From an optimization exercise on the open Yosys and OpenROAD flow, aimed at small area; shortcuts taken in it are not production practice.
At most, simulation tests tie the RTL to the original design; equivalence was not proved.
No functional check of the RTL was part of runs 1 and 2.
Power figures rest on the tool's default switching activity, not on a simulated workload.

==> design/flow/design.v <==
module edfic_gateway (
  input  logic irq_i,
  input  logic prev_i,
  input  logic pol_i,
  input  logic type_i,
  input  logic ip_i,
  output logic trig_o
);
logic x, p;
assign x = irq_i  ^ pol_i;
assign p = prev_i ^ pol_i;
assign trig_o = x & (type_i ? (p & ~ip_i) : ~p);
endmodule
module edfic_arbiter #(
  parameter int unsigned W = 25
)(
  input  logic [15:0]        valid_i,
  input  logic [15:0][W-1:0] key_i,
  output logic               valid_o,
  output logic [W-1:0]       key_o,
  output logic [3:0]         idx_o
);
function automatic logic lt(input logic [W-1:0] a, input logic [W-1:0] b);
  logic nc;
  nc = 1'b1;
  for (int k = 0; k < W; k++) nc = (a[k] & ~b[k]) | (a[k] & nc) | (~b[k] & nc);
  lt = ~nc;
endfunction
logic [7:0]        v1;
logic [7:0][W-1:0] k1;
logic [7:0][0:0]   i1;
for (genvar n = 0; n < 8; n++) begin : g_l1
  logic selb;
  assign selb  = valid_i[2*n+1] & (~valid_i[2*n] | lt(key_i[2*n+1], key_i[2*n]));
  assign v1[n] = valid_i[2*n] | valid_i[2*n+1];
  assign k1[n] = selb ? key_i[2*n+1] : key_i[2*n];
  assign i1[n] = selb;
end
logic [3:0]        v2;
logic [3:0][W-1:0] k2;
logic [3:0][1:0]   i2;
for (genvar n = 0; n < 4; n++) begin : g_l2
  logic selb;
  assign selb  = v1[2*n+1] & (~v1[2*n] | lt(k1[2*n+1], k1[2*n]));
  assign v2[n] = v1[2*n] | v1[2*n+1];
  assign k2[n] = selb ? k1[2*n+1] : k1[2*n];
  assign i2[n] = selb ? {1'b1, i1[2*n+1]} : {1'b0, i1[2*n]};
end
logic [1:0]        v3;
logic [1:0][W-1:0] k3;
logic [1:0][2:0]   i3;
for (genvar n = 0; n < 2; n++) begin : g_l3
  logic selb;
  assign selb  = v2[2*n+1] & (~v2[2*n] | lt(k2[2*n+1], k2[2*n]));
  assign v3[n] = v2[2*n] | v2[2*n+1];
  assign k3[n] = selb ? k2[2*n+1] : k2[2*n];
  assign i3[n] = selb ? {1'b1, i2[2*n+1]} : {1'b0, i2[2*n]};
end
logic sel4;
assign sel4    = v3[1] & (~v3[0] | lt(k3[1], k3[0]));
assign valid_o = v3[0] | v3[1];
assign key_o   = sel4 ? k3[1] : k3[0];
assign idx_o   = sel4 ? {1'b1, i3[1]} : {1'b0, i3[0]};
endmodule
module edfic_top #(
    parameter  int unsigned NrIrqs     = 16,
    parameter  int unsigned TsWidth    = 24,
    parameter  int unsigned TsClip     = 0,
    parameter  int unsigned BaseAddr   = 0,
    localparam int unsigned OutTsWidth = TsWidth + TsClip,
    localparam int unsigned IdWidth    = $clog2(NrIrqs)
) (
    input logic clk_i,
    input logic rst_ni,
    input  logic        cfg_req_i,
    input  logic        cfg_we_i,
    input  logic [31:0] cfg_addr_i,
    input  logic [31:0] cfg_wdata_i,
    output logic [31:0] cfg_rdata_o,
    input  logic [63:0] mtime_i,
    input  logic [NrIrqs-1:0] irq_i,
    output logic [IdWidth-1:0] irq_id_o,
    input  logic [IdWidth-1:0] irq_id_i,
    output logic [OutTsWidth-1:0] irq_dl_o,
    output logic irq_valid_o,
    input  logic irq_ack_i
);
localparam int unsigned N = 16;
logic [23:0] mt;
assign mt = mtime_i[23:0];
logic [3:0] addr;
assign addr = cfg_addr_i[5:2];
logic write_event;
assign write_event = cfg_req_i & cfg_we_i;
logic [N-1:0]         ip_q, ie_q, type_q, pol_q, prev_q;
logic [N-1:0][22:0]   dl_q;
logic [N-1:0][23:0]   ts_q;
logic [N-1:0]         trig, wsel, ack, ld;
logic [N-1:0][23:0]   stamp;
logic [N-1:0]         flag;
logic [N-1:0][24:0]   key;
logic [N-1:0]         valid;
logic [23:0] mthr;
assign mthr = {~mt[23], mt[22:0]};
function automatic logic [23:0] add_dl(input logic [22:0] a, input logic [23:0] b);
  logic c;
  c = 1'b0;
  for (int k = 0; k < 23; k++) begin
    add_dl[k] = a[k] ^ b[k] ^ c;
    c = (a[k] & b[k]) | (a[k] & c) | (b[k] & c);
  end
  add_dl[23] = b[23] ^ c;
endfunction
function automatic logic lt24(input logic [23:0] a, input logic [23:0] b);
  logic nc;
  nc = 1'b1;
  for (int k = 0; k < 24; k++) nc = (a[k] & ~b[k]) | (a[k] & nc) | (~b[k] & nc);
  lt24 = ~nc;
endfunction
for (genvar i = 0; i < N; i++) begin : g_line
  assign wsel[i]  = write_event & (addr == 4'(i));
  assign ack[i]   = irq_ack_i & (irq_id_i == 4'(i));
  assign ld[i]    = trig[i] | (wsel[i] & cfg_wdata_i[1]);
  assign stamp[i] = add_dl(dl_q[i], mt);
  assign valid[i] = ie_q[i] & ip_q[i];
  assign flag[i]  = lt24(ts_q[i], mthr);
  assign key[i]   = {flag[i], ts_q[i]};
  edfic_gateway i_gw (
    .irq_i  (irq_i[i]),
    .prev_i (prev_q[i]),
    .pol_i  (pol_q[i]),
    .type_i (type_q[i]),
    .ip_i   (ip_q[i]),
    .trig_o (trig[i])
  );
  always_ff @(posedge clk_i or negedge rst_ni) begin
    if (~rst_ni) begin
      ip_q[i]   <= 1'b0;
      ie_q[i]   <= 1'b0;
      type_q[i] <= 1'b0;
      pol_q[i]  <= 1'b0;
      dl_q[i]   <= '0;
    end else begin
      if (wsel[i]) begin
        ie_q[i]   <= cfg_wdata_i[0];
        type_q[i] <= cfg_wdata_i[2];
        pol_q[i]  <= cfg_wdata_i[3];
        dl_q[i]   <= cfg_wdata_i[30:8];
      end
      ip_q[i] <= ~ack[i] & (trig[i] | (wsel[i] ? cfg_wdata_i[1] : ip_q[i]));
    end
  end
  always_ff @(posedge clk_i) begin
    if (ld[i]) ts_q[i] <= stamp[i];
    prev_q[i] <= rst_ni & irq_i[i];
  end
end
always_comb begin
  cfg_rdata_o = '0;
  for (int i = 0; i < N; i++)
    if (addr == 4'(i))
      cfg_rdata_o = {1'b0, dl_q[i], 4'b0, pol_q[i], type_q[i], ip_q[i], ie_q[i]};
end
logic [24:0] win_key;
edfic_arbiter #(.W(25)) i_arb (
  .valid_i (valid),
  .key_i   (key),
  .valid_o (irq_valid_o),
  .key_o   (win_key),
  .idx_o   (irq_id_o)
);
assign irq_dl_o = win_key[23:0] - mt;
endmodule
==> design/flow/flow/run.sh <==
#!/bin/bash
# Layout flow: the standard flow (standard.sh), with one change in
# synthesis: ABC maps the logic with an area-oriented script (area.abc)
# instead of ORFS's speed script. Everything else, including the
# synthesis steps before and after ABC and the register mapping, is
# synth_recipe.tcl unchanged.
set -euo pipefail
WORK=$(cd "$(dirname "${BASH_SOURCE[0]}")/.." && pwd)
cd "$WORK"

# synth_recipe.tcl, preceded by a wrapper that swaps abc's -script
{
  cat <<TCL
proc abc {args} {
  set i [lsearch -exact \$args -script]
  if {\$i >= 0} { set args [lreplace \$args [expr {\$i + 1}] [expr {\$i + 1}] {$WORK/flow/area.abc}] }
  yosys abc {*}\$args
}
TCL
  cat synth_recipe.tcl
} > area_synth.tcl

grep -q 'SYNTH_SCRIPT=' standard.sh
sed "s|SYNTH_SCRIPT=[^ ]*|SYNTH_SCRIPT=$WORK/area_synth.tcl|" standard.sh > area_standard.sh

# the whole ORFS run's output; each step's own log is under orfs/logs/
bash area_standard.sh > "$WORK/flow_make.log" 2>&1
==> design/flow/flow/area.abc <==
strash
&get -n
&st
&dch
&nf -a
&put
topo
==> design/flow/standard.sh <==
#!/bin/bash
# synth_recipe.tcl (not shown) runs the flow's synth.tcl, then flattens the netlist and writes it again
# the make line also repeats each setting of config.mk as NAME=value (left out here)
make -C /OpenROAD-flow-scripts/flow DESIGN_CONFIG=/design/flow/config.mk WORK_HOME=/design/flow/orfs CLKGATE_MAP_FILE= SYNTH_SCRIPT=/design/flow/synth_recipe.tcl "${@:-finish}"
==> design/flow/config.mk <==
export PLATFORM = sky130hd
export DESIGN_NAME = edfic_top
export DESIGN_NICKNAME = edfic_top
export VERILOG_FILES = /design/flow/design.v
export SDC_FILE = /design/flow/constraint.sdc
export NUM_CORES = 4
export LEC_CHECK = 0
export CAP_MARGIN = 0
export CORE_MARGIN = 2
export CORE_UTILIZATION = 65
export CTS_CLUSTER_DIAMETER = 80
export CTS_CLUSTER_SIZE = 30
export PLACE_DENSITY = 0.75
export SLEW_MARGIN = 0
==> design/flow/constraint.sdc <==
create_clock -name core_clock -period 40.0 [get_ports {clk_i}]
set_input_delay 8.0000 -clock core_clock [delete_from_list [all_inputs] [get_ports {clk_i}]]
set_output_delay 8.0000 -clock core_clock [all_outputs]
set_load 0.01 [all_outputs]
==> run notes, run 1 <==
Critical path:
- At the worst endpoint, the arrival time is 29,740 ps.
- The kind of end point of the critical path is an output port.
- The category of the worst setup path launch point is an input pin.
- Data on the critical path is required at its endpoint by 32,000 ps.
- For flop-to-flop paths, the worst setup slack is 30,070 ps.
- The critical-path cell with the highest stage delay is clkinv_1.
- The number of buffers and inverters on the critical path is 7.
- The largest driver fanout on the critical path is 33.
- The maximum cell stage delay along the critical path is 930 ps.
- The worst setup path is of the in -> out kind.
- The family with the most delay on the worst path is compound AO/OA/AOI/OAI gates.
- The cell type with the highest occurrence count on the critical path is a21oi_1.

Global routing:
- Summed over all layers, the global routing overflow is 0.
- The number of global-route vias before repair was 39,603.
- The first-pass GRT wire length is 222,000 microns.
- The number of antenna violations at the first check in global routing is 3.
- The maximum number of pins on one net before global-route repair is 150.
- The all-layer global routing usage is 35.7%.

STA:
- The aggregate negative setup slack is 0 ps.
- The minimum period implied by the final worst setup slack is 37,740 ps.
- The remaining max-slew budget at the tightest pin is 29.0%.
- The hold violation count in the final report is 0.
- The final setup skew is 22.1 ps.
- The highest clock rate is 0.0265 GHz.
- The final critical-path share of the clock period is 94.4%.
- The transition at the pin with the smallest max-transition slack is 1060 ps.
- The number of max-slew violations in the final report is 0.
- Setup repair after global routing left no endpoint under its margin.
- Setup violations remaining at the end of the flow were counted as 0.

Layout:
- The library cell used most frequently in the layout, excluding fill and tap cells, is dfrtp_1.
- In the final design database the tool counted 5,312 nets.
- Cells fill 72.1% of the core in the end.
- The share of layout cells above drive strength 1 is 5.11%.
- In the layout the commonest cells are dfrtp_1, mux2_1, clkinv_1, edfxtp_1, nand2_1.
- The relative area change from synthesis to final layout is 9.76%.
- The layout has 5,739 filler cells.

Die:
- The top-level port count is 214.
- The initial core utilization is 65.7%.
- Measured along the x axis, the die boundary spans 287 microns.
- The die covers 82,300 sq um.
- The number of rows in the core area is 103.
- The placeable core region is 79,100 sq um.
- In this run the vertical extent of the chip is 287 microns.

Clock tree:
- TritonCTS built the clock tree.
- Buffers added to address setup during post-CTS repair amount to 0.
- Clock-pin slew was measured on the worst setup and hold paths at 100 ps.
- At the later pin of the worst-skew pair, clock insertion delay measures 620 ps.
- The clock passes through at most 3 buffers.
- The buffer type at the clock tree root is clkbuf_16.
- The total clock sinks is 832.
- The number of gates resized after CTS is 0.
- The number of H-tree levels is 2.
- The number of hold buffers added after CTS was 0.
- Counting the buffers created by CTS gives 40.

Power:
- Across the VDD grid, the largest voltage drop is 0.0000760 V.
- The logic gate share of total power is 54.3%.
- The total power density per cell area is 71.3 nW/um^2.
- For this design the total switching power over the nets is 1780 uW.
- The leakage power summed over all cells is 0.0223 uW.
- The switching share of total power is 43.7%.
- The sequential share of power is 33.1%.
- The cell-internal power is 2290 uW.
- The part of the total power dissipated in the clock network is 12.5%.

Placed design:
- At the end of routability-driven placement, the weighted congestion stood at 0.921.
- The number of buffers inserted by port buffering is 135.
- The post-DP HPWL is 112,000 microns.

Routing:
- The number of iterations in the first detailed-routing pass is 9.
- The per-cell routed wire length is 24.8 microns.
- The residual DRC count is 0.
- Using the TritonRoute via totals, the vias-per-cell ratio works out to 6.76.
- The first routing iteration left 4,415 violations.
- The number of vias in the routed layout is 39,554.
- For this block, the routed nets add up to 145,000 microns of wire.
- Once detail routing completed, the nets flagged for antenna violations numbered 0.

Job:
- Across the run, the number of max-cap violations was 0.

Hold path:
- In this run the worst hold path is classified as reg -> reg.

Yosys:
- The number of distinct library cells after synthesis is 49.
- The count of mapped cells out of synthesis is 4,480.
- After synthesis, the cell types taking the most area are edfxtp_1, dfrtp_1, fa_1, mux2_1, a221o_1.
- In this run, synthesis inferred 384 flip-flops with an integrated enable.
- The cell type with the largest total area after synthesis is edfxtp_1.
- The sequential share of the synthesized area is 43.6%.
- During synthesis, Yosys emitted a total of 2 warnings.
- Of the post-synthesis cell area, the dominant cell type holds 22.2%.
- The commonest register cell after synthesis is dfrtp_1.
- Each instance of the synthesized netlist takes up on average 11.6 sq um.
- The number of storage elements in the synthesis netlist is 832.
- The fraction of registers with async set or reset after synthesis is 51.9%.
- After synthesis the cells add up to 52,000 sq um.

Status:
- The run finished with no timing, DRC or antenna violations.
==> flip-flops by register name (all words and copies together) (netlist names) <==
register and flops:
dl_q 368, ie_q 16, ip_q 16, pol_q 16, prev_q 16, ts_q 384
type_q 16
==> worst paths after layout <==
kind	startpoint	endpoint	cells after the start
max	mtime_i[4]	irq_dl_o[22]	92
min	ie_q[5]	ie_q[5]	1
max reg2reg	dl_q[276]	ts_q[311]	24
min reg2reg	ie_q[5]	ie_q[5]	1
max in group asynchronous	rst_ni	ie_q[5]	3
min in group asynchronous	rst_ni	dl_q[115]	1
==> area by class of cell <==
cell class	count	area, sq um	share of cell area [%]
inverter	391	1470	2.57
clock inverter	27	302	0.528
antenna	6	15.0	0.0263
multi-input combinational	3255	28100	49.3
tap	1050	1310	2.30
timing repair buffer	247	2120	3.71
clock buffer	45	1040	1.82
sequential	832	22700	39.7
==> logic make-up (layout without fill, tap and decap cells) <==
logic type / Yosys count / in the layout / share of synthesized area (%)
buffers and inverters: 397 / 710 / 2.91
DFF: 832 / 832 / 43.6
other: 1 / 11 / 0.00721
AOI/OAI and AO/OA: 1346 / 1346 / 19.0
muxes: 501 / 501 / 10.7
xor gates and xnor gates: 71 / 71 / 1.20
and+or+nand+nor: 926 / 926 / 7.88
adders and majority gates: 406 / 406 / 14.8
==> worst register-to-register path, cell delays in order (launching register included) <==
cell and delay [ps]:
dfrtp_1 420, ha_1 200, fa_1 390, fa_1 400, fa_1 400, fa_1 410
fa_1 400, fa_1 410, fa_1 410, fa_1 400, fa_1 400, fa_1 410
fa_1 400, fa_1 410, fa_1 400, fa_1 400, fa_1 420, fa_1 410
fa_1 400, fa_1 390, fa_1 410, fa_1 400, fa_1 410, fa_1 400
xor2_1 160
==> metrics by stage <==
step,area (sq um),cells,hold slack (ps),setup slack [ps],power [uW]
after floorplan,52000,4484,481,1790,2660
after global placement,55700,5775,491,2490,3470
after detailed placement,55700,5775,506,2410,3540
after CTS,57100,5847,528,2320,4050
after global routing,57100,5850,550,451,4320
final,57100,5853,525,2260,4070
==> synthesized netlist by cell type (all sizes together), types with 2 or more instances <==
cell type and count:
a211o 3, a211oi 6, a21o 30, a21oi 273, a221o 150, a221oi 30
a222oi 124, a22o 31, a22oi 68, a2bb2oi 84, a31oi 18, a32o 10
and2 23, and3 5, buf 6, clkinv 391, dfrtp 432, dfxtp 16
edfxtp 384, fa 353, ha 39, maj3 14, mux2 425, mux2i 76
nand2 383, nand2b 86, nand3 37, nand4 4, nor2 265, nor2b 91
nor3 23, nor4 7, o211ai 8, o21a 19, o21ai 174, o221ai 130
o22a 7, o22ai 158, o2bb2ai 10, o31a 2, o31ai 8, xnor2 32
xor2 39
==> power by group through the flow <==
stage          registers [uW]  logic (uW)  clock network (uW)
2_1_floorplan            1310        1340                   0
3_3_place_gp             1350        2120                   0
4_1_cts                  1340        2190                 516
6_report                 1350        2210                 510
5_1_grt                  1380        2400                 542
3_5_place_dp             1360        2180                   0
==> per-layer routing <==
| layer | wire, microns | vias to the layer above | GRT usage (%) |
|---|---|---|---|
| li1 | - | 17690 | - |
| met1 | 58800 | 19897 | 49.7 |
| met3 | 12300 | 215 | 4.72 |
| met2 | 69600 | 1752 | 58.7 |
| met5 | 0 | - | 0 |
| met4 | 4790 | 0 | 12.2 |
==> run 2, diff against run 1 <==
--- a/design/flow/design.v
+++ b/design/flow/design.v
@@ -22,8 +22,8 @@
 );
 function automatic logic lt(input logic [W-1:0] a, input logic [W-1:0] b);
-  logic nc;
-  nc = 1'b1;
-  for (int k = 0; k < W; k++) nc = (a[k] & ~b[k]) | (a[k] & nc) | (~b[k] & nc);
-  lt = ~nc;
+  logic c;
+  c = 1'b0;
+  for (int k = 0; k < W; k++) c = (~a[k] & b[k]) | (~a[k] & c) | (b[k] & c);
+  lt = c;
 endfunction
 logic [7:0]        v1;
@@ -113,8 +113,8 @@
 endfunction
 function automatic logic lt24(input logic [23:0] a, input logic [23:0] b);
-  logic nc;
-  nc = 1'b1;
-  for (int k = 0; k < 24; k++) nc = (a[k] & ~b[k]) | (a[k] & nc) | (~b[k] & nc);
-  lt24 = ~nc;
+  logic c;
+  c = 1'b0;
+  for (int k = 0; k < 24; k++) c = (~a[k] & b[k]) | (~a[k] & c) | (b[k] & c);
+  lt24 = c;
 endfunction
 for (genvar i = 0; i < N; i++) begin : g_line
==> design/flow/run.sh (new file) <==
#!/bin/bash
# synth_recipe.tcl (not shown) runs the flow's synth.tcl, then flattens the netlist and writes it again
# the make line also repeats each setting of config.mk as NAME=value (left out here)
make -C /OpenROAD-flow-scripts/flow DESIGN_CONFIG=/design/flow/config.mk WORK_HOME=/design/flow/orfs CLKGATE_MAP_FILE= SYNTH_SCRIPT=/design/flow/synth_recipe.tcl finish
==> design/flow/config.mk (replaced) <==
export PLATFORM = sky130hd
export DESIGN_NAME = edfic_top
export DESIGN_NICKNAME = edfic_top
export VERILOG_FILES = /design/flow/design.v
export SDC_FILE = /design/flow/constraint.sdc
export NUM_CORES = 4
export LEC_CHECK = 0
export CAP_MARGIN = 20
export CORE_MARGIN = 2
export CORE_UTILIZATION = 40
export SLEW_MARGIN = 20
removed: design/flow/flow/run.sh
removed: design/flow/flow/area.abc
removed: design/flow/standard.sh
==> run 2 against run 1 <==
Against the previous run: still clean; clock power up 84%; power up 20%; design area is 17% higher; combinational power increased by 17%; synthesized cell count grew 26%; sequential power is essentially flat; first-iteration DRC count increased by 54%; critical endpoint is now irq_dl_o[23]; highest routed layer is now met5.
==> run notes, run 2 <==
Critical path:
- The largest driver fanout on the critical path was 30 (was 33).
- The critical-path cell with the highest stage delay is clkdlybuf4s50_1 (was clkinv_1).
- The kind of end point of the critical path is an output port (unchanged).
- The required time at the worst-slack endpoint was 32,000 ps (about the same).
- The path type of the worst setup path is in -> out (unchanged).
- The worst endpoint data arrival time is 26,450 ps (was 29,740 ps).
- The category of the worst setup path launch point was an input pin (unchanged).
- The maximum cell stage delay along the critical path is 1050 ps (was 930 ps).
- The cell type with the highest occurrence count on the critical path was a21oi_1 (unchanged).

Status:
- Status: complete, no violations (unchanged).

Routing:
- The uppermost metal layer occupied by signal nets is met5 (was met4).
- The residual DRC count is 0 (unchanged).
- The aggregate routed wire length came to 253,000 microns (was 145,000 microns).
- The count of routing violations after the opening detailed-route iteration is 6,813 (was 4,415).
- The number of vias in the routed layout is 49,811 (was 39,554).
- The post-route antenna net violation count is 0 (unchanged).
- The total met3 wirelength after detailed routing is 31,000 microns (was 12,300 microns).
- The detailed-route vias per instance is 6.40 (was 6.76).
- The per-cell routed wire length is 32.5 microns (was 24.8 microns).
- The number of iterations in the first detailed-routing pass is 9 (unchanged).
- The wire length on met1 is 106,000 microns (was 58,800 microns).
- The routed length on met2 was 105,000 microns (was 69,600 microns).

Placed design:
- The post-DP HPWL is 198,000 microns (was 112,000 microns).
- The number of buffers inserted by port buffering is 135 (unchanged).
- The global placer's final weighted congestion is 1.03 (was 0.921).
- The minimum setup slack after placement is 6330 ps (was 2410 ps).

Clock tree:
- The hold buffer count at cts is 0 (unchanged).
- The clock buffer count from CTS is 94 (was 40).
- The number of gates resized after CTS is 0 (unchanged).
- The total clock sinks came to 832 (unchanged).
- The buffer type at the clock tree root is clkbuf_16 (unchanged).
- The post-CTS clock slew at the launch and capture registers of the worst setup and hold paths is 50 ps (was 100 ps).
- The clock network latency to the later pin of the worst-skew pair is 740 ps (was 620 ps).
- The clock tree from TritonCTS is yes (unchanged).
- The number of post-CTS setup repair buffers is 0 (unchanged).
- The largest buffer count on any clock path is 3 (unchanged).
- The number of H-tree levels is 3 (was 2).

Yosys:
- The main combinational cell family by area after synthesis is compound AO/OA/AOI/OAI gates (unchanged).
- The sequential share of the synthesized area is 37.8% (was 43.6%).
- The most repeated cell in the gate-level netlist after synthesis is mux2_2 (was dfrtp_1).
- The average size of a mapped cell was 10.6 sq um (was 11.6 sq um).
- The combined area of all synthesized cells is 59,900 sq um (was 52,000 sq um).
- The count of mapped cells out of synthesis is 5,647 (was 4,480).
- The number of distinct library cells after synthesis was 136 (was 49).
- The commonest register cell after synthesis is dfrtp_1 (unchanged).
- The fraction of registers with async set or reset after synthesis is 51.9% (unchanged).
- The number of enable-type register cells in the synthesized netlist came to 384 (unchanged).
- The number of synthesis warnings came to 2 (unchanged).
- The post-synthesis share of cell area spent on and, or, nand and nor gates came to 10.9% (was 7.88%).
- The portion of synthesized cell area occupied by the leading cell type is 19.2% (was 22.2%).
- The cell type with the largest total area after synthesis is edfxtp_1 (unchanged).
- The area share of xor/xnor cells in the synthesized design is 0.555% (was 1.20%).
- Cells taking the most area after synthesis: edfxtp_1, dfrtp_1, fa_1, mux2_2, mux2i_1 (was edfxtp_1, dfrtp_1, fa_1, mux2_1, a221o_1).
- Synth cell count leaders: mux2_2, dfrtp_1, edfxtp_1, inv_1, fa_1 (was dfrtp_1, mux2_1, clkinv_1, edfxtp_1, nand2_1).
- The multiplexer area fraction after synthesis is 11.6% (was 10.7%).
- The number of storage elements in the synthesis netlist was 832 (unchanged).
- The arithmetic-cell share of the synthesized area counting full adders, half adders and majority gates is 15.2% (was 14.8%).
- The synthesized-area fraction occupied by ao, oa, aoi and oai cells came to 18.7% (was 19.0%).

Global routing:
- The number of antenna violations at the first check in global routing came to 21 (was 3).
- The number of global-route vias before repair is 47,419 (was 39,603).
- The first-pass GRT wire length came to 356,000 microns (was 222,000 microns).
- The final global-route overflow total is 0 (unchanged).
- The all-layer global routing usage is 32.7% (was 35.7%).
- The maximum number of pins on one net before global-route repair was 140 (was 150).

STA:
- The final critical-path share of the clock period came to 86.1% (was 94.4%).
- The remaining max-slew budget at the tightest pin is 16.4% (was 29.0%).
- The minimum period implied by the final worst setup slack is 34,450 ps (was 37,740 ps).
- Unrepaired setup endpoints after global routing: false (unchanged).
- The number of endpoints failing setup at the final stage is 0 (unchanged).
- The number of max-slew violations in the final report is 0 (unchanged).
- The worst-case hold slack came to 532 ps (was 525 ps).
- The highest clock rate came to 0.0290 GHz (was 0.0265 GHz).
- The transition at the pin with the smallest max-transition slack is 1220 ps (was 1060 ps).
- The hold violation count in the final report is 0 (unchanged).
- The final setup skew is 36.7 ps (was 22.1 ps).
- The worst path setup slack after routing is 5550 ps (was 2260 ps).
- The aggregate negative setup slack is 0 ps (unchanged).

Power:
- The leakage power summed over all cells is 0.0266 uW (was 0.0223 uW).
- The worst vdd rail ir drop is 0.0000645 V (was 0.0000760 V).
- The total power density per cell area is 73.4 nW/um^2 (was 71.3 nW/um^2).
- The total chip power is 4890 uW (was 4070 uW).

Layout:
- The relative area change from synthesis to final layout is 11.1% (was 9.76%).
- The share of layout cells above drive strength 1 is 15.8% (was 5.11%).
- Largest regs: ts_q x384, dl_q x368 (unchanged).
- The register with the most flip-flops was ts_q (unchanged).
- The most common library cell in the layout ignoring fill and taps is mux2_2 (was dfrtp_1).
- Commonest non-fill, non-tap cells in the layout: mux2_2, dfrtp_1, edfxtp_1, inv_1, fa_1 (was dfrtp_1, mux2_1, clkinv_1, edfxtp_1, nand2_1).
- The number of nets in the finished design is 6,294 (was 5,312).
- The flip-flop count of the largest register after layout is 384 (unchanged).

Die:
- The number of rows in the core area is 142 (was 103).
- The die span in x was 391 microns (was 287 microns).
- The full die area is 153,000 sq um (was 82,300 sq um).
- The initial core utilization is 40.2% (was 65.7%).
- The vertical die dimension is 391 microns (was 287 microns).
- The placeable core region was 149,000 sq um (was 79,100 sq um).
- The top-level port count is 214 (unchanged).

Hold path:
- The worst min-delay path category is reg -> reg (unchanged).

Job:
- The max capacitance violation total is 0 (unchanged).
-- run 2: cell count changes after synthesis, sizes merged, moves of 93 or more --
cell / change
inv: +406
a221o: -129
buf: +121
maj3: +141
o21ai: +96
a22oi: +93
clkbuf: +143
clkinv: -390
mux2i: +105
-- run 2: logic make-up after synthesis --
group | after synthesis
xor+xnor | 38
flops | 832
fa+ha+maj | 547
buf+inv | 677
other cells | 1
compound gates | 1593
mux | 633
simple gates | 1326
-- run 2: worst paths after layout --
check | from | to | slack (ps) | depth (start not counted)
worst max-delay path | mtime_i[1] | irq_dl_o[23] | 5550 | 64
worst min-delay path | ie_q[12] | ie_q[12] | 530 | 1
worst max register to register | dl_q[46] | ts_q[71] | 29870 | 26
worst min register to register | ie_q[12] | ie_q[12] | 530 | 1
max in group asynchronous | rst_ni | dl_q[2] | 30100 | 4
min in group asynchronous | rst_ni | dl_q[343] | 7280 | 1
-- run 2: cell type report --
type                            instances  area [sq um]
Antenna cell                            6          15.0
Sequential cell                       832         22700
Clock buffer                          136          2750
Inverter                              407          1530
Multi-Input combinational cell       4142         34400
Clock inverter                         42           532
Timing Repair Buffer                  272          2300
Fill cell                           13996         82600
Tap cell                             1944          2430
-- run 2: metal layers --
layer	vias to the layer above	track usage (%)
met5	-	0
met4	2	13.5
met3	467	10.6
met2	2981	46.7
met1	25127	45.5
li1	21234	-
-- run 2: worst max-delay path, delay by kind of cell --
kind | cells | cell delay, ps
muxes | 3 | 1550
AOI/OAI and AO/OA | 37 | 8910
and+or+nand+nor | 9 | 1930
buffers and inverters | 8 | 3590
adders and majority gates | 5 | 1990
xor gates and xnor gates | 2 | 330
-- run 2: power breakdown --
part | total [uW] | switching, uW | internal, uW
combinational | 2590 | 1550 | 1050
sequential | 1360 | 235 | 1120
clock | 937 | 393 | 545
-- run 2: per-stage QoR --
step	std cells	cell area, sq um	utilization [%]
floorplan	5651	59900	-
detailed placement	7596	63300	42.4
global route	7776	66600	44.6
CTS	7774	66500	44.6
global placement	7595	63200	42.4
finish	7781	66600	44.6
==> run 3, diff against run 2 <==
--- a/design/flow/design.v
+++ b/design/flow/design.v
@@ -21,10 +21,4 @@
   output logic [3:0]         idx_o
 );
-function automatic logic lt(input logic [W-1:0] a, input logic [W-1:0] b);
-  logic c;
-  c = 1'b0;
-  for (int k = 0; k < W; k++) c = (~a[k] & b[k]) | (~a[k] & c) | (b[k] & c);
-  lt = c;
-endfunction
 logic [7:0]        v1;
 logic [7:0][W-1:0] k1;
@@ -32,5 +26,7 @@
 for (genvar n = 0; n < 8; n++) begin : g_l1
   logic selb;
-  assign selb  = valid_i[2*n+1] & (~valid_i[2*n] | lt(key_i[2*n+1], key_i[2*n]));
+  logic blt;
+  edfic_lt #(.W(W)) i_lt (.a_i(key_i[2*n+1]), .b_i(key_i[2*n]), .lt_o(blt));
+  assign selb  = valid_i[2*n+1] & (~valid_i[2*n] | blt);
   assign v1[n] = valid_i[2*n] | valid_i[2*n+1];
   assign k1[n] = selb ? key_i[2*n+1] : key_i[2*n];
@@ -42,5 +38,7 @@
 for (genvar n = 0; n < 4; n++) begin : g_l2
   logic selb;
-  assign selb  = v1[2*n+1] & (~v1[2*n] | lt(k1[2*n+1], k1[2*n]));
+  logic blt;
+  edfic_lt #(.W(W)) i_lt (.a_i(k1[2*n+1]), .b_i(k1[2*n]), .lt_o(blt));
+  assign selb  = v1[2*n+1] & (~v1[2*n] | blt);
   assign v2[n] = v1[2*n] | v1[2*n+1];
   assign k2[n] = selb ? k1[2*n+1] : k1[2*n];
@@ -52,5 +50,7 @@
 for (genvar n = 0; n < 2; n++) begin : g_l3
   logic selb;
-  assign selb  = v2[2*n+1] & (~v2[2*n] | lt(k2[2*n+1], k2[2*n]));
+  logic blt;
+  edfic_lt #(.W(W)) i_lt (.a_i(k2[2*n+1]), .b_i(k2[2*n]), .lt_o(blt));
+  assign selb  = v2[2*n+1] & (~v2[2*n] | blt);
   assign v3[n] = v2[2*n] | v2[2*n+1];
   assign k3[n] = selb ? k2[2*n+1] : k2[2*n];
@@ -58,8 +58,33 @@
 end
 logic sel4;
-assign sel4    = v3[1] & (~v3[0] | lt(k3[1], k3[0]));
+logic lt4;
+edfic_lt #(.W(W)) i_lt4 (.a_i(k3[1]), .b_i(k3[0]), .lt_o(lt4));
+assign sel4    = v3[1] & (~v3[0] | lt4);
 assign valid_o = v3[0] | v3[1];
 assign key_o   = sel4 ? k3[1] : k3[0];
 assign idx_o   = sel4 ? {1'b1, i3[1]} : {1'b0, i3[0]};
+endmodule
+module edfic_lt #(
+  parameter int unsigned W = 24
+)(
+  input  logic [W-1:0] a_i,
+  input  logic [W-1:0] b_i,
+  output logic         lt_o
+);
+logic [W-1:0] bn_i;
+logic [W:0]   nc;
+assign bn_i = ~b_i;
+assign nc   = {(a_i & bn_i) | (a_i & nc[W-1:0]) | (bn_i & nc[W-1:0]), 1'b1};
+assign lt_o = ~nc[W];
+endmodule
+module edfic_add_dl (
+  input  logic [22:0] a_i,
+  input  logic [23:0] b_i,
+  output logic [23:0] s_o
+);
+logic [23:0] a, c;
+assign a   = {1'b0, a_i};
+assign c   = {(a[22:0] & b_i[22:0]) | (a[22:0] & c[22:0]) | (b_i[22:0] & c[22:0]), 1'b0};
+assign s_o = a ^ b_i ^ c;
 endmodule
 module edfic_top #(
@@ -103,26 +128,11 @@
 logic [23:0] mthr;
 assign mthr = {~mt[23], mt[22:0]};
-function automatic logic [23:0] add_dl(input logic [22:0] a, input logic [23:0] b);
-  logic c;
-  c = 1'b0;
-  for (int k = 0; k < 23; k++) begin
-    add_dl[k] = a[k] ^ b[k] ^ c;
-    c = (a[k] & b[k]) | (a[k] & c) | (b[k] & c);
-  end
-  add_dl[23] = b[23] ^ c;
-endfunction
-function automatic logic lt24(input logic [23:0] a, input logic [23:0] b);
-  logic c;
-  c = 1'b0;
-  for (int k = 0; k < 24; k++) c = (~a[k] & b[k]) | (~a[k] & c) | (b[k] & c);
-  lt24 = c;
-endfunction
 for (genvar i = 0; i < N; i++) begin : g_line
   assign wsel[i]  = write_event & (addr == 4'(i));
   assign ack[i]   = irq_ack_i & (irq_id_i == 4'(i));
   assign ld[i]    = trig[i] | (wsel[i] & cfg_wdata_i[1]);
-  assign stamp[i] = add_dl(dl_q[i], mt);
+  edfic_add_dl i_add (.a_i(dl_q[i]), .b_i(mt), .s_o(stamp[i]));
   assign valid[i] = ie_q[i] & ip_q[i];
-  assign flag[i]  = lt24(ts_q[i], mthr);
+  edfic_lt #(.W(24)) i_lt (.a_i(ts_q[i]), .b_i(mthr), .lt_o(flag[i]));
   assign key[i]   = {flag[i], ts_q[i]};
   edfic_gateway i_gw (
--- a/design/flow/config.mk
+++ b/design/flow/config.mk
@@ -6,6 +6,9 @@
 export NUM_CORES = 4
 export LEC_CHECK = 0
-export CAP_MARGIN = 20
+export CAP_MARGIN = 0
 export CORE_MARGIN = 2
-export CORE_UTILIZATION = 40
-export SLEW_MARGIN = 20
+export CORE_UTILIZATION = 65
+export CTS_CLUSTER_DIAMETER = 80
+export CTS_CLUSTER_SIZE = 30
+export PLACE_DENSITY = 0.75
+export SLEW_MARGIN = 0
==> run 3 against run 2 <==
Against the previous run: the layout now fails its checks (max-capacitance violations, max-slew violations); power is 11% lower; setup slack worse by 250 ps; first-iteration DRC count is 10% higher; design area is 5.7% lower; sequential share of layout area is 2.1 points higher.
==> run notes, run 3 <==
Clock tree:
- The buffer type at the clock tree root is clkbuf_16 (unchanged).
- The clock buffer count from CTS is 42 (was 94).
- The number of post-CTS setup repair buffers is 0 (unchanged).
- The number of H-tree levels is 2 (was 3).
- The number of gates resized after CTS is 0 (unchanged).
- The clock network latency to the later pin of the worst-skew pair is 650 ps (was 740 ps).
- The hold buffer count at cts was 0 (unchanged).
- The post-CTS clock slew at the launch and capture registers of the worst setup and hold paths is 120 ps (was 50 ps).
- The largest buffer count on any clock path was 3 (unchanged).
- The clock tree from TritonCTS is yes (unchanged).
- The total clock sinks was 832 (unchanged).

Critical path:
- The cell type with the highest occurrence count on the critical path is a21oi_1 (unchanged).
- The worst endpoint data arrival time is 26,700 ps (was 26,450 ps).
- The maximum cell stage delay along the critical path was 1160 ps (was 1050 ps).
- The kind of end point of the critical path is an output port (unchanged).
- The category of the worst setup path launch point is an input pin (unchanged).
- The required time at the worst-slack endpoint is 32,000 ps (about the same).
- The length in cells of the worst reg-to-reg path is 24 (was 26).
- The reg2reg setup slack is 29,650 ps (was 29,870 ps).
- The path type of the worst setup path is in -> out (unchanged).
- The critical-path cell with the highest stage delay is a41oi_1 (was clkdlybuf4s50_1).
- The largest driver fanout on the critical path is 37 (was 30).

Routing:
- The post-route antenna net violation count is 0 (unchanged).
- The count of routing violations after the opening detailed-route iteration is 7,524 (was 6,813).
- The number of iterations in the first detailed-routing pass was 10 (was 9).
- The aggregate routed wire length is 219,000 microns (was 253,000 microns).
- The per-cell routed wire length is 31.9 microns (was 32.5 microns).
- The number of vias in the routed layout came to 49,405 (was 49,811).
- The detailed-route vias per instance came to 7.20 (was 6.40).
- The residual DRC count is 0 (unchanged).

Global routing:
- The number of global-route vias before repair is 46,814 (was 47,419).
- The first-pass GRT wire length is 316,000 microns (was 356,000 microns).
- The maximum number of pins on one net before global-route repair is 149 (was 140).
- The final global-route overflow total is 0 (unchanged).
- The number of antenna violations at the first check in global routing was 14 (was 21).
- The all-layer global routing usage is 46.7% (was 32.7%).

STA:
- Unrepaired setup endpoints after global routing: false (unchanged).
- The final setup skew is 60.1 ps (was 36.7 ps).
- The transition at the pin with the smallest max-transition slack is 1580 ps (was 1220 ps).
- The final critical-path share of the clock period is 86.7% (was 86.1%).
- The minimum period implied by the final worst setup slack is 34,700 ps (was 34,450 ps).
- The highest clock rate came to 0.0288 GHz (was 0.0290 GHz).
- The remaining max-slew budget at the tightest pin is -5.88% (was 16.4%).
- The number of max-slew violations in the final report is 3 (was 0).
- The hold violation count in the final report is 0 (unchanged).
- The aggregate negative setup slack came to 0 ps (unchanged).
- The number of endpoints failing setup at the final stage is 0 (unchanged).

Layout:
- The post-layout instance area is 62,800 sq um (was 66,600 sq um).
- The combined area of the multi-input logic cells was 33,500 sq um (was 34,400 sq um).
- The register with the most flip-flops was ts_q (unchanged).
- Commonest non-fill, non-tap cells in the layout: a21oi_1, mux2_2, dfrtp_1, nor2_1, edfxtp_1 (was mux2_2, dfrtp_1, edfxtp_1, inv_1, fa_1).
- The flip-flop count of the largest register after layout is 384 (unchanged).
- The share of layout cells above drive strength 1 is 14.1% (was 15.8%).
- The relative area change from synthesis to final layout was 6.95% (was 11.1%).
- The most common library cell in the layout ignoring fill and taps is a21oi_1 (was mux2_2).
- The total of fill cells in the finished design is 6,626 (was 13,996).
- The flip-flop and latch area is 22,700 sq um (unchanged).
- Largest regs: ts_q x384, dl_q x368 (unchanged).
- The post-route non-filler standard cell count was 6,866 (was 7,781).
- The number of nets in the finished design is 6,189 (was 6,294).

Yosys:
- The portion of synthesized cell area occupied by the leading cell type is 19.6% (was 19.2%).
- The sequential share of the synthesized area came to 38.6% (was 37.8%).
- The cell type with the largest total area after synthesis is edfxtp_1 (unchanged).
- Cells taking the most area after synthesis: edfxtp_1, dfrtp_1, fa_1, mux2_2, a21oi_1 (was edfxtp_1, dfrtp_1, fa_1, mux2_2, mux2i_1).
- The combined area of all synthesized cells is 58,700 sq um (was 59,900 sq um).
- Synth cell count leaders: a21oi_1, mux2_2, nor2_1, dfrtp_1, edfxtp_1 (was mux2_2, dfrtp_1, edfxtp_1, inv_1, fa_1).
- The number of enable-type register cells in the synthesized netlist came to 384 (unchanged).
- The fraction of registers with async set or reset after synthesis is 51.9% (unchanged).
- The number of distinct library cells after synthesis is 117 (was 136).
- The number of synthesis warnings is 1 (was 2).
- The commonest register cell after synthesis is dfrtp_1 (unchanged).
- The most repeated cell in the gate-level netlist after synthesis is a21oi_1 (was mux2_2).
- The count of mapped cells out of synthesis is 5,598 (was 5,647).
- The number of storage elements in the synthesis netlist is 832 (unchanged).
- The average size of a mapped cell was 10.5 sq um (was 10.6 sq um).

Power:
- The total power density per cell area is 69.5 nW/um^2 (was 73.4 nW/um^2).
- The worst vdd rail ir drop was 0.0000978 V (was 0.0000645 V).
- The leakage power summed over all cells is 0.0254 uW (was 0.0266 uW).
- The total chip power is 4360 uW (was 4890 uW).

Placed design:
- The instance count after placement with tap cells included is 6,776 (was 7,596).
- The global placer's final weighted congestion came to 1.07 (was 1.03).
- The post-DP HPWL is 169,000 microns (was 198,000 microns).
- The cell area reported after detailed placement came to 61,300 sq um (was 63,300 sq um).
- The number of buffers inserted by port buffering came to 135 (unchanged).

Status:
- Status: failed layout checks (was complete, no violations).
- The checks that failed: max-capacitance violations, max-slew violations.

Die:
- The top-level port count was 214 (unchanged).
- The die span in x came to 305 microns (was 391 microns).
- The initial core utilization is 65.4% (was 40.2%).
- The placeable core region came to 89,700 sq um (was 149,000 sq um).
- The number of rows in the core area is 110 (was 142).
- The full die area is 92,800 sq um (was 153,000 sq um).
- The vertical die dimension came to 305 microns (was 391 microns).

Job:
- The max capacitance violation total was 1 (was 0).

Hold path:
- The number of cells traversed by the worst hold path came to 1 (unchanged).
- The worst min-delay path category is reg -> reg (unchanged).
-- run 3: cell count changes after synthesis, sizes merged, moves of 15 or more --
cell	before	now
a21oi	341	494
nand3	77	62
a211oi	50	33
inv	406	378
o22ai	110	127
nand2	353	332
nor2b	133	167
o21ai	270	242
nor2	340	441
nor3	66	45
a22oi	161	94
nand4	38	12
-- run 3: per-layer routing --
layer	GRT usage (%)	share of wire (%)	routed length, microns
met5	1.45	0.12	258
met4	19.7	5.1	11200
met3	23.1	18	38600
met2	63.8	40	87400
met1	63.0	37	81700
-- run 3: area by class of cell --
cell class	instances	share of cell area [%]
Antenna cell	13	0.0518
Tap cell	1176	2.34
Clock inverter	23	0.488
Inverter	380	2.27
Multi-Input combinational cell	4125	53.4
Sequential cell	832	36.1
Timing Repair Buffer	263	3.52
Clock buffer	54	1.86
-- run 3: kinds of logic (layout without fill, tap and decap cells) --
kind of cell	count (synthesis)	after routing	share of synthesized area, %
compound gates	1578	1578	18.1
simple gates	1316	1316	10.7
flops	832	832	38.6
buf+inv	645	720	4.59
mux	644	644	12.0
fa+ha+maj	543	543	15.5
xor+xnor	39	39	0.582
other cells	1	18	0.00639
-- run 3: report_power, final --
group / internal (uW) / switching [uW] / leakage, uW
clock: 224 / 321 / 0.000706
combinational: 1020 / 1440 / 0.0155
sequential: 1130 / 223 / 0.00922
total: 2370 / 1990 / 0.0254
-- run 3: critical path: cells and delay by family --
family / cells / cell delay, ps
AO/OA/AOI/OAI: 41 / 11090
XOR/XNOR: 2 / 310
AND/OR/NAND/NOR: 8 / 2060
adder cells (fa/ha/maj): 2 / 360
multiplexers: 2 / 1430
buffers and inverters: 10 / 3330
-- run 3: worst paths after layout --
kind / startpoint / to
worst max register to register: dl_q[69] / ts_q[95]
worst min-delay path: ie_q[0] / ie_q[0]
worst min register to register: ie_q[0] / ie_q[0]
min in group asynchronous: rst_ni / pol_q[15]
max in group asynchronous: rst_ni / dl_q[37]
worst max-delay path: mtime_i[9] / irq_dl_o[23]
-- run 3: stage by stage --
step,hold slack (ps),utilization (%),setup slack (ps)
3_5_place_dp,515,68.3,6560
2_1_floorplan,494,-,13060
5_1_grt,560,70.0,4600
4_1_cts,542,70.0,6500
6_report,554,70.0,5300
3_3_place_gp,504,68.3,6900
==> run 4, diff against run 3 <==
--- a/design/flow/config.mk
+++ b/design/flow/config.mk
@@ -6,5 +6,5 @@
 export NUM_CORES = 4
 export LEC_CHECK = 0
-export CAP_MARGIN = 0
+export CAP_MARGIN = 20
 export CORE_MARGIN = 2
 export CORE_UTILIZATION = 65
@@ -12,3 +12,3 @@
 export CTS_CLUSTER_SIZE = 30
 export PLACE_DENSITY = 0.75
-export SLEW_MARGIN = 0
+export SLEW_MARGIN = 20
==> run 4 against run 3 <==
Against the previous run: via count down 0.43%; final cell count about the same; wire length about the same; critical path depth unchanged; now clean on timing, DRC and antenna.
==> run notes, run 4 <==
STA:
- The remaining max-slew budget at the tightest pin is 12.9% (was -5.88%).
- The minimum period implied by the final worst setup slack is 34,330 ps (was 34,700 ps).
- The transition at the pin with the smallest max-transition slack is 1270 ps (was 1580 ps).
- The hold violation count in the final report is 0 (unchanged).
- Unrepaired setup endpoints after global routing: false (unchanged).
- The final critical-path share of the clock period is 85.8% (was 86.7%).
- The number of endpoints failing setup at the final stage came to 0 (unchanged).
- The aggregate negative setup slack is 0 ps (unchanged).
- The final setup skew was 56.7 ps (was 60.1 ps).
- The highest clock rate is 0.0291 GHz (was 0.0288 GHz).
- The number of max-slew violations in the final report came to 0 (was 3).

Yosys:
- The number of distinct library cells after synthesis was 117 (unchanged).
- The number of storage elements in the synthesis netlist is 832 (unchanged).
- Synth cell count leaders: a21oi_1, mux2_2, nor2_1, dfrtp_1, edfxtp_1 (unchanged).
- The average size of a mapped cell is 10.5 sq um (unchanged).
- The cell type with the largest total area after synthesis is edfxtp_1 (unchanged).
- The combined area of all synthesized cells came to 58,700 sq um (unchanged).
- The number of synthesis warnings is 1 (unchanged).
- The number of enable-type register cells in the synthesized netlist is 384 (unchanged).
- The most repeated cell in the gate-level netlist after synthesis is a21oi_1 (unchanged).
- The fraction of registers with async set or reset after synthesis is 51.9% (unchanged).
- Cells taking the most area after synthesis: edfxtp_1, dfrtp_1, fa_1, mux2_2, a21oi_1 (unchanged).
- The portion of synthesized cell area occupied by the leading cell type was 19.6% (unchanged).
- The sequential share of the synthesized area is 38.6% (unchanged).
- The commonest register cell after synthesis is dfrtp_1 (unchanged).
- The count of mapped cells out of synthesis came to 5,598 (unchanged).

Routing:
- The aggregate routed wire length came to 219,000 microns (about the same).
- The post-route antenna net violation count was 0 (unchanged).
- The number of vias in the routed layout is 49,193 (was 49,405).
- The number of iterations in the first detailed-routing pass is 10 (unchanged).
- The residual DRC count is 0 (unchanged).
- The detailed-route vias per instance was 7.16 (was 7.20).
- The count of routing violations after the opening detailed-route iteration is 7,747 (was 7,524).
- The per-cell routed wire length is 31.9 microns (about the same).

Hold path:
- The worst min-delay path category is reg -> reg (unchanged).
- The worst-case hold path end point is ie_q[0] (unchanged).
- The number of cells traversed by the worst hold path is 1 (unchanged).
- The critical hold path startpoint is ie_q[0] (unchanged).

Global routing:
- The first-pass GRT wire length is 316,000 microns (unchanged).
- The maximum number of pins on one net before global-route repair is 149 (unchanged).
- The all-layer global routing usage is 46.7% (unchanged).
- The number of antenna violations at the first check in global routing is 15 (was 14).
- The final global-route overflow total is 0 (unchanged).
- The number of global-route vias before repair is 46,814 (unchanged).

Critical path:
- The family with the most delay on the worst path is compound AO/OA/AOI/OAI gates (unchanged).
- The reg-to-reg critical path startpoint is dl_q[69] (unchanged).
- The critical-path cell with the highest stage delay is mux2i_1 (was a41oi_1).
- The reg2reg setup slack is 29,670 ps (was 29,650 ps).
- The largest driver fanout on the critical path came to 37 (unchanged).
- The length in cells of the worst reg-to-reg path came to 24 (unchanged).
- The category of the worst setup path launch point is an input pin (unchanged).
- The path type of the worst setup path is in -> out (unchanged).
- The reg-to-reg endpoint was ts_q[95] (unchanged).
- The buffers plus inverters on the worst setup path came to 10 (unchanged).
- The worst endpoint data arrival time is 26,330 ps (was 26,700 ps).
- The required time at the worst-slack endpoint came to 32,000 ps (about the same).
- The kind of end point of the critical path is an output port (unchanged).
- The cell type with the highest occurrence count on the critical path is a21oi_1 (unchanged).
- The maximum cell stage delay along the critical path is 970 ps (was 1160 ps).

Status:
- Status: complete, no violations (was failed layout checks).

Layout:
- The total of fill cells in the finished design is 6,615 (was 6,626).
- The relative area change from synthesis to final layout is 7.02% (was 6.95%).
- The register with the most flip-flops is ts_q (unchanged).
- The most common library cell in the layout ignoring fill and taps is a21oi_1 (unchanged).
- The combined area of the multi-input logic cells is 33,600 sq um (was 33,500 sq um).
- The flip-flop and latch area is 22,700 sq um (unchanged).
- The flip-flop count of the largest register after layout came to 384 (unchanged).
- The post-layout instance area is 62,800 sq um (about the same).
- Largest regs: ts_q x384, dl_q x368 (unchanged).
- The share of layout cells above drive strength 1 came to 14.2% (was 14.1%).
- Commonest non-fill, non-tap cells in the layout: a21oi_1, mux2_2, dfrtp_1, nor2_1, edfxtp_1 (unchanged).
- The number of nets in the finished design was 6,189 (unchanged).

Clock tree:
- The number of H-tree levels came to 2 (unchanged).
- The total clock sinks is 832 (unchanged).
- The clock buffer count from CTS is 42 (unchanged).
- The largest buffer count on any clock path is 3 (unchanged).
- The post-CTS clock slew at the launch and capture registers of the worst setup and hold paths is 120 ps (about the same).
- The clock tree from TritonCTS is yes (unchanged).
- The buffer type at the clock tree root was clkbuf_16 (unchanged).
- The number of post-CTS setup repair buffers is 0 (unchanged).
- The clock network latency to the later pin of the worst-skew pair came to 650 ps (about the same).
- The number of gates resized after CTS is 0 (unchanged).
- The hold buffer count at cts was 0 (unchanged).

Die:
- The initial core utilization was 65.4% (unchanged).
- The number of rows in the core area is 110 (unchanged).
- The placeable core region is 89,700 sq um (unchanged).
- The full die area came to 92,800 sq um (unchanged).
- The top-level port count was 214 (unchanged).
- The vertical die dimension was 305 microns (unchanged).
- The die span in x came to 305 microns (unchanged).

Power:
- The leakage power summed over all cells is 0.0254 uW (about the same).
- The worst vdd rail ir drop is 0.0000979 V (was 0.0000978 V).
- The total power density per cell area is 69.4 nW/um^2 (was 69.5 nW/um^2).

Placed design:
- The cell area reported after detailed placement was 61,300 sq um (unchanged).
- The post-DP HPWL came to 169,000 microns (unchanged).
- The number of buffers inserted by port buffering is 135 (unchanged).
- The global placer's final weighted congestion was 1.07 (unchanged).

Job:
- The max capacitance violation total is 0 (was 1).
run 4: cell types whose count changed in the layout (fill, tap and decap cells not counted), sizes merged:
cell / before / now
diode: 13 / 14
run 4: where the power goes:
part	leakage (uW)	total, uW	internal (uW)	switching (uW)
Clock	0.000706	545	224	321
Combinational	0.0155	2470	1020	1450
Sequential	0.00922	1350	1130	223
Total	0.0254	4360	2370	1990
run 4: logic make-up (layout without fill, tap and decap cells):
kind of cell / Yosys count / after routing / share of synthesized area (%)
other: 1 / 19 / 0.00639
multiplexers: 644 / 644 / 12.0
flip-flops: 832 / 832 / 38.6
XOR/XNOR: 39 / 39 / 0.582
buffers and inverters: 645 / 720 / 4.59
adder cells (fa/ha/maj): 543 / 543 / 15.5
AO/OA/AOI/OAI: 1578 / 1578 / 18.1
AND/OR/NAND/NOR: 1316 / 1316 / 10.7
run 4: worst reg2reg max path, stage by stage, from the launching register on:
cell	delay, ps
dfrtp_1	420
ha_1	200
fa_1	400
fa_1	410
fa_1	390
fa_1	420
fa_1	430
fa_1	420
fa_1	430
fa_1	440
fa_1	440
fa_1	430
fa_1	400
fa_1	420
fa_1	420
fa_1	430
fa_1	440
fa_1	420
fa_1	390
fa_1	460
fa_1	450
fa_1	420
fa_1	420
fa_1	390
xor2_1	150
run 4: routing by layer:
metal / GRT usage [%] / up-vias / wire length [microns]
li1: - / 20655 / -
met1: 63.0 / 24045 / 81800
met2: 63.8 / 3807 / 87400
met3: 23.1 / 664 / 38300
met4: 19.7 / 22 / 11200
met5: 1.45 / - / 330
run 4: per-stage QoR:
stage          power [uW]  cells  hold WS (ps)  setup slack (ps)  util, %
6_report             4360   6867           559              5670     70.0
2_1_floorplan        2800   5602           494             13060        -
3_3_place_gp         3650   6776           504              6900     68.3
5_1_grt              4570   6853           560              4970     70.0
3_5_place_dp         3720   6776           515              6560     68.3
4_1_cts              4260   6853           542              6500     70.0
run 4: cell type report:
cell class | count | share of cell area (%)
multi-input combinational | 4125 | 53.4
sequential | 832 | 36.1
timing repair buffer | 263 | 3.52
tap | 1176 | 2.34
inverter | 380 | 2.27
clock buffer | 54 | 1.86
clock inverter | 23 | 0.488
antenna | 14 | 0.0557
run 4: worst max-delay path by stage:
| stage | from | endpoint | slack (ps) | cells past startpoint |
|---|---|---|---|---|
| 2_1_floorplan | mtime_i[11] | irq_dl_o[23] | 13060 | 62 |
| 3_3_place_gp | mtime_i[9] | irq_dl_o[23] | 6900 | 65 |
| 3_5_place_dp | mtime_i[9] | irq_dl_o[23] | 6560 | 65 |
| 4_1_cts | mtime_i[9] | irq_dl_o[23] | 6500 | 65 |
| 5_1_grt | mtime_i[7] | irq_dl_o[23] | 4970 | 64 |
| 6_report | mtime_i[9] | irq_dl_o[23] | 5670 | 65 |
==> run 5, diff against run 4 <==
==> design/flow/flow/run.sh (new file) <==
#!/bin/bash
# Layout flow: the standard flow (standard.sh), with one change in
# synthesis: ABC maps the logic with an area-oriented script (area.abc)
# instead of ORFS's speed script. Everything else, including the
# synthesis steps before and after ABC and the register mapping, is
# synth_recipe.tcl unchanged.
set -euo pipefail
WORK=$(cd "$(dirname "${BASH_SOURCE[0]}")/.." && pwd)
cd "$WORK"

# synth_recipe.tcl, preceded by a wrapper that swaps abc's -script
{
  cat <<TCL
proc abc {args} {
  set i [lsearch -exact \$args -script]
  if {\$i >= 0} { set args [lreplace \$args [expr {\$i + 1}] [expr {\$i + 1}] {$WORK/flow/area.abc}] }
  yosys abc {*}\$args
}
TCL
  cat synth_recipe.tcl
} > area_synth.tcl

grep -q 'SYNTH_SCRIPT=' standard.sh
sed "s|SYNTH_SCRIPT=[^ ]*|SYNTH_SCRIPT=$WORK/area_synth.tcl|" standard.sh > area_standard.sh

# the whole ORFS run's output; each step's own log is under orfs/logs/
bash area_standard.sh > "$WORK/flow_make.log" 2>&1
==> design/flow/flow/area.abc (new file) <==
strash
&get -n
&st
&dch
&nf -a
&put
topo
stime -c
buffer -c
upsize -c
dnsize -c
==> design/flow/standard.sh (new file) <==
#!/bin/bash
# synth_recipe.tcl (not shown) runs the flow's synth.tcl, then flattens the netlist and writes it again
# the make line also repeats each setting of config.mk as NAME=value (left out here)
make -C /OpenROAD-flow-scripts/flow DESIGN_CONFIG=/design/flow/config.mk WORK_HOME=/design/flow/orfs CLKGATE_MAP_FILE= SYNTH_SCRIPT=/design/flow/synth_recipe.tcl "${@:-finish}"
--- a/design/flow/config.mk
+++ b/design/flow/config.mk
@@ -6,5 +6,5 @@
 export NUM_CORES = 4
 export LEC_CHECK = 0
-export CAP_MARGIN = 20
+export CAP_MARGIN = 0
 export CORE_MARGIN = 2
 export CORE_UTILIZATION = 65
@@ -12,3 +12,3 @@
 export CTS_CLUSTER_SIZE = 30
 export PLACE_DENSITY = 0.75
-export SLEW_MARGIN = 20
+export SLEW_MARGIN = 0
removed: design/flow/run.sh
==> run 5 against run 4 <==
Against the previous run: register-to-register slack better by 260 ps; sequential cell count stayed put; critical path depth is 28 higher; hold slack worse by 9.2 ps; area after synthesis is 10% lower; fmax is 10% lower; first-iteration DRC count is 36% lower; final cell count is 16% lower; wire length is 28% lower; via count is 19% lower; count of clock-buffer cells in the layout is 4 lower; critical path type unchanged; critical endpoint unchanged; largest power group unchanged; highest routed layer unchanged.
==> run notes, run 5 <==
Layout:
- The flip-flop count of the largest register after layout is 384 (unchanged).
- The number of nets in the finished design is 5,221 (was 6,189).
- The total of fill cells in the finished design is 5,839 (was 6,615).
- The combined area of the multi-input logic cells is 28,300 sq um (was 33,600 sq um).
- The register with the most flip-flops is ts_q (unchanged).
- The post-layout instance area was 57,100 sq um (was 62,800 sq um).
- The relative area change from synthesis to final layout is 8.02% (was 7.02%).
- The flip-flop and latch area was 22,700 sq um (unchanged).
- The most common library cell in the layout ignoring fill and taps is mux2_2 (was a21oi_1).
- The post-route non-filler standard cell count is 5,773 (was 6,867).
- The final core area utilization came to 70.9% (was 70.0%).
- The share of layout cells above drive strength 1 is 14.9% (was 14.2%).
- Largest regs: ts_q x384, dl_q x368 (unchanged).
- Commonest non-fill, non-tap cells in the layout: mux2_2, dfrtp_1, nand2_1, edfxtp_1, fa_1 (was a21oi_1, mux2_2, dfrtp_1, nor2_1, edfxtp_1).

Yosys:
- The commonest register cell after synthesis is dfrtp_1 (unchanged).
- The average size of a mapped cell is 11.4 sq um (was 10.5 sq um).
- The arithmetic-cell share of the synthesized area counting full adders, half adders and majority gates was 14.5% (was 15.5%).
- The portion of synthesized cell area occupied by the leading cell type came to 21.8% (was 19.6%).
- The main combinational cell family by area after synthesis is compound AO/OA/AOI/OAI gates (unchanged).
- The fraction of registers with async set or reset after synthesis is 51.9% (unchanged).
- The number of storage elements in the synthesis netlist is 832 (unchanged).
- The number of synthesis warnings is 1 (unchanged).
- The area share of xor/xnor cells in the synthesized design is 1.18% (was 0.582%).
- The sequential share of the synthesized area is 42.9% (was 38.6%).
- Synth cell count leaders: mux2_2, dfrtp_1, nand2_1, edfxtp_1, fa_1 (was a21oi_1, mux2_2, nor2_1, dfrtp_1, edfxtp_1).
- The synthesized-area fraction occupied by ao, oa, aoi and oai cells is 18.8% (was 18.1%).
- The multiplexer area fraction after synthesis is 10.7% (was 12.0%).
- The post-synthesis share of cell area spent on and, or, nand and nor gates was 7.72% (was 10.7%).
- The count of mapped cells out of synthesis is 4,637 (was 5,598).
- The cell type with the largest total area after synthesis is edfxtp_1 (unchanged).
- The most repeated cell in the gate-level netlist after synthesis is mux2_2 (was a21oi_1).
- The combined area of all synthesized cells was 52,900 sq um (was 58,700 sq um).
- The number of distinct library cells after synthesis is 68 (was 117).
- Cells taking the most area after synthesis: edfxtp_1, dfrtp_1, fa_1, mux2_2, a221o_1 (was edfxtp_1, dfrtp_1, fa_1, mux2_2, a21oi_1).
- The number of enable-type register cells in the synthesized netlist was 384 (unchanged).

Hold path:
- The number of cells traversed by the worst hold path is 1 (unchanged).
- The worst-case hold path end point was ie_q[3] (was ie_q[0]).
- The worst min-delay path category was reg -> reg (unchanged).
- The critical hold path startpoint is ie_q[3] (was ie_q[0]).

Clock tree:
- The number of H-tree levels was 2 (unchanged).
- The largest buffer count on any clock path was 3 (unchanged).
- The post-CTS clock slew at the launch and capture registers of the worst setup and hold paths was 100 ps (was 120 ps).
- The number of gates resized after CTS was 0 (unchanged).
- The clock tree from TritonCTS is yes (unchanged).
- The clock network latency to the later pin of the worst-skew pair was 660 ps (was 650 ps).
- The number of post-CTS setup repair buffers is 0 (unchanged).
- The clock buffer count from CTS is 44 (was 42).
- The hold buffer count at cts was 0 (unchanged).
- The buffer type at the clock tree root is clkbuf_16 (unchanged).
- The total clock sinks is 832 (unchanged).

Global routing:
- The all-layer global routing usage is 38.1% (was 46.7%).
- The number of antenna violations at the first check in global routing came to 4 (was 15).
- The number of global-route vias before repair is 39,411 (was 46,814).
- The final global-route overflow total was 0 (unchanged).
- The maximum number of pins on one net before global-route repair is 121 (was 149).
- The first-pass GRT wire length was 234,000 microns (was 316,000 microns).

Critical path:
- The largest driver fanout on the critical path came to 42 (was 37).
- The category of the worst setup path launch point was an input pin (unchanged).
- The buffers plus inverters on the worst setup path was 3 (was 10).
- The reg-to-reg endpoint is ts_q[359] (was ts_q[95]).
- The family with the most delay on the worst path was compound AO/OA/AOI/OAI gates (unchanged).
- The worst endpoint data arrival time is 30,220 ps (was 26,330 ps).
- The length in cells of the worst reg-to-reg path came to 24 (unchanged).
- The required time at the worst-slack endpoint is 32,000 ps (about the same).
- The reg2reg setup slack is 29,930 ps (was 29,670 ps).
- The kind of end point of the critical path is an output port (unchanged).
- The maximum cell stage delay along the critical path is 1080 ps (was 970 ps).
- The reg-to-reg critical path startpoint was dl_q[322] (was dl_q[69]).
- The critical-path cell with the highest stage delay is clkdlybuf4s50_1 (was mux2i_1).
- The path type of the worst setup path is in -> out (unchanged).

STA:
- The final setup skew was 38.9 ps (was 56.7 ps).
- The number of max-slew violations in the final report is 0 (unchanged).
- The final critical-path share of the clock period is 95.5% (was 85.8%).
- The number of endpoints failing setup at the final stage was 0 (unchanged).
- Unrepaired setup endpoints after global routing: false (unchanged).
- The highest clock rate is 0.0262 GHz (was 0.0291 GHz).
- The remaining max-slew budget at the tightest pin is 13.7% (was 12.9%).
- The worst path setup slack after routing is 1780 ps (was 5670 ps).
- The minimum period implied by the final worst setup slack came to 38,220 ps (was 34,330 ps).
- The transition at the pin with the smallest max-transition slack was 1300 ps (was 1270 ps).
- The hold violation count in the final report is 0 (unchanged).
- The aggregate negative setup slack is 0 ps (unchanged).

Die:
- The initial core utilization was 65.6% (was 65.4%).
- The vertical die dimension is 289 microns (was 305 microns).
- The placeable core region is 80,500 sq um (was 89,700 sq um).
- The full die area was 83,600 sq um (was 92,800 sq um).
- The die span in x is 289 microns (was 305 microns).
- The top-level port count was 214 (unchanged).
- The number of rows in the core area is 104 (was 110).

Routing:
- The number of vias in the routed layout came to 39,922 (was 49,193).
- The post-route antenna net violation count came to 0 (unchanged).
- The residual DRC count was 0 (unchanged).
- The count of routing violations after the opening detailed-route iteration came to 4,961 (was 7,747).
- The aggregate routed wire length is 159,000 microns (was 219,000 microns).
- The detailed-route vias per instance is 6.92 (was 7.16).
- The number of iterations in the first detailed-routing pass was 10 (unchanged).
- The per-cell routed wire length is 27.5 microns (was 31.9 microns).

Placed design:
- The cell area reported after detailed placement is 55,500 sq um (was 61,300 sq um).
- The post-DP HPWL is 120,000 microns (was 169,000 microns).
- The minimum setup slack after placement came to 2090 ps (was 6560 ps).
- The instance count after placement with tap cells included was 5,690 (was 6,776).
- The number of buffers inserted by port buffering is 135 (unchanged).
- The global placer's final weighted congestion was 0.946 (was 1.07).

Power:
- The total power density per cell area is 74.0 nW/um^2 (was 69.4 nW/um^2).
- The leakage power summed over all cells came to 0.0233 uW (was 0.0254 uW).
- The worst vdd rail ir drop is 0.0000863 V (was 0.0000979 V).

Status:
- Status: complete, no violations (unchanged).

Job:
- The max capacitance violation total is 0 (unchanged).
run 5: cell count changes in the layout (fill, tap and decap cells not counted), sizes merged, moves of 51 or more:
cell	before	now
o21ai	242	176
nand2b	145	94
nor2	441	227
a2bb2oi	12	86
mux2i	187	72
a222oi	66	125
o211ai	65	11
nor2b	167	82
o221ai	43	129
maj3	151	13
nand2	332	389
a221o	10	150
a21oi	494	261
inv	389	335
run 5: cell type report:
type                    instances  share of cell area, %
clock inverters                31                  0.747
inverters                     326                   2.14
clock buffers                  50                   2.06
well taps                    1060                   2.32
repair buffers                235                   3.53
diodes                          2                0.00877
flip-flops and latches        832                   39.7
multi-input cells            3237                   49.5
run 5: worst max-delay path by stage:
stage                    to  slack [ps]  cells after the start        from
2_1_floorplan  irq_dl_o[23]        8810                     93  mtime_i[2]
3_3_place_gp   irq_dl_o[23]        2160                     95  mtime_i[0]
3_5_place_dp   irq_dl_o[23]        2090                     93  mtime_i[0]
4_1_cts        irq_dl_o[23]        1990                     93  mtime_i[0]
5_1_grt        irq_dl_o[23]         820                     94  mtime_i[0]
6_report       irq_dl_o[23]        1780                     93  mtime_i[0]
run 5: cells by family (layout without fill, tap and decap cells):
family	count (synthesis)	count (layout)
AND/OR/NAND/NOR	906	906
other	1	7
multiplexers	511	511
flip-flops	832	832
XOR/XNOR	71	71
AO/OA/AOI/OAI	1339	1339
buffers and inverters	572	642
adder cells (fa/ha/maj)	405	405
run 5: power by group:
group | internal, uW | switching [uW] | leakage [uW]
combinational | 968 | 1310 | 0.0133
clock | 244 | 325 | 0.000777
sequential | 1170 | 208 | 0.00920
run 5: worst register-to-register path: stages (launching register included):
cell and delay (ps):
dfrtp_1 450, ha_1 220, fa_1 380, fa_1 420, fa_1 400, fa_1 410, fa_1 410, fa_1 440
fa_1 400, fa_1 400, fa_1 390, fa_1 430, fa_1 420, fa_1 410, fa_1 420, fa_1 390
fa_1 440, fa_1 410, fa_1 460, fa_1 410, fa_1 380, fa_1 390, fa_1 390, fa_1 380
xor2_1 150
run 5: layer usage:
metal | GRT usage, % | vias up | part of all wire (%)
li1 | - | 17410 | -
met1 | 51.2 | 20133 | 38
met2 | 62.0 | 2045 | 48
met3 | 7.43 | 332 | 10
met4 | 14.1 | 2 | 4.0
met5 | 0 | - | 0.0076
run 5: metrics by stage:
stage | total power (uW) | hold WS [ps]
final | 4230 | 550
after CTS | 4190 | 550
after global routing | 4470 | 560
after detailed placement | 3630 | 523
after global placement | 3560 | 516
after floorplan | 2740 | 504

## afterwards: timing with drivers on the ports
No port has a modelled driver above. Below, the same layouts with a new extraction and two added sets of constraints. Step 1 (the two cells are an assumption about what drives the block):
set clk [get_ports {clk_i}]
set_driving_cell -lib_cell sky130_fd_sc_hd__clkbuf_16 $clk
set_driving_cell -lib_cell sky130_fd_sc_hd__buf_2 [delete_from_list [all_inputs] $clk]
Step 2, shift: input delay + t, output delay - t, t = (earliest + latest rising clock arrival at the registers) / 2. This alone moves slack from input paths to output paths. Slacks: no drivers / after step 1 / after step 2; pairs: no drivers / after step 1.
| run | t (ns) | setup WS [ns] | worst hold slack (ns) |
|---|---|---|---|
| run 1 | 0.685 | 2.258 / 2.235 / 2.235 | 0.525 / 0.525 / 0.525 |
| run 2 | 0.799 | 5.555 / 5.529 / 5.529 | 0.532 / 0.532 / 0.532 |
| run 3 | 0.707 | 5.301 / 5.282 / 5.282 | 0.554 / 0.554 / 0.554 |
| run 4 | 0.712 | 5.669 / 5.651 / 5.651 | 0.559 / 0.559 / 0.559 |
| run 5 | 0.708 | 1.781 / 1.754 / 1.754 | 0.550 / 0.550 / 0.550 |
For run 5, which loses most, drivers alone change the setup slack by -0.027 ns; drivers and shift together by -0.027 ns.
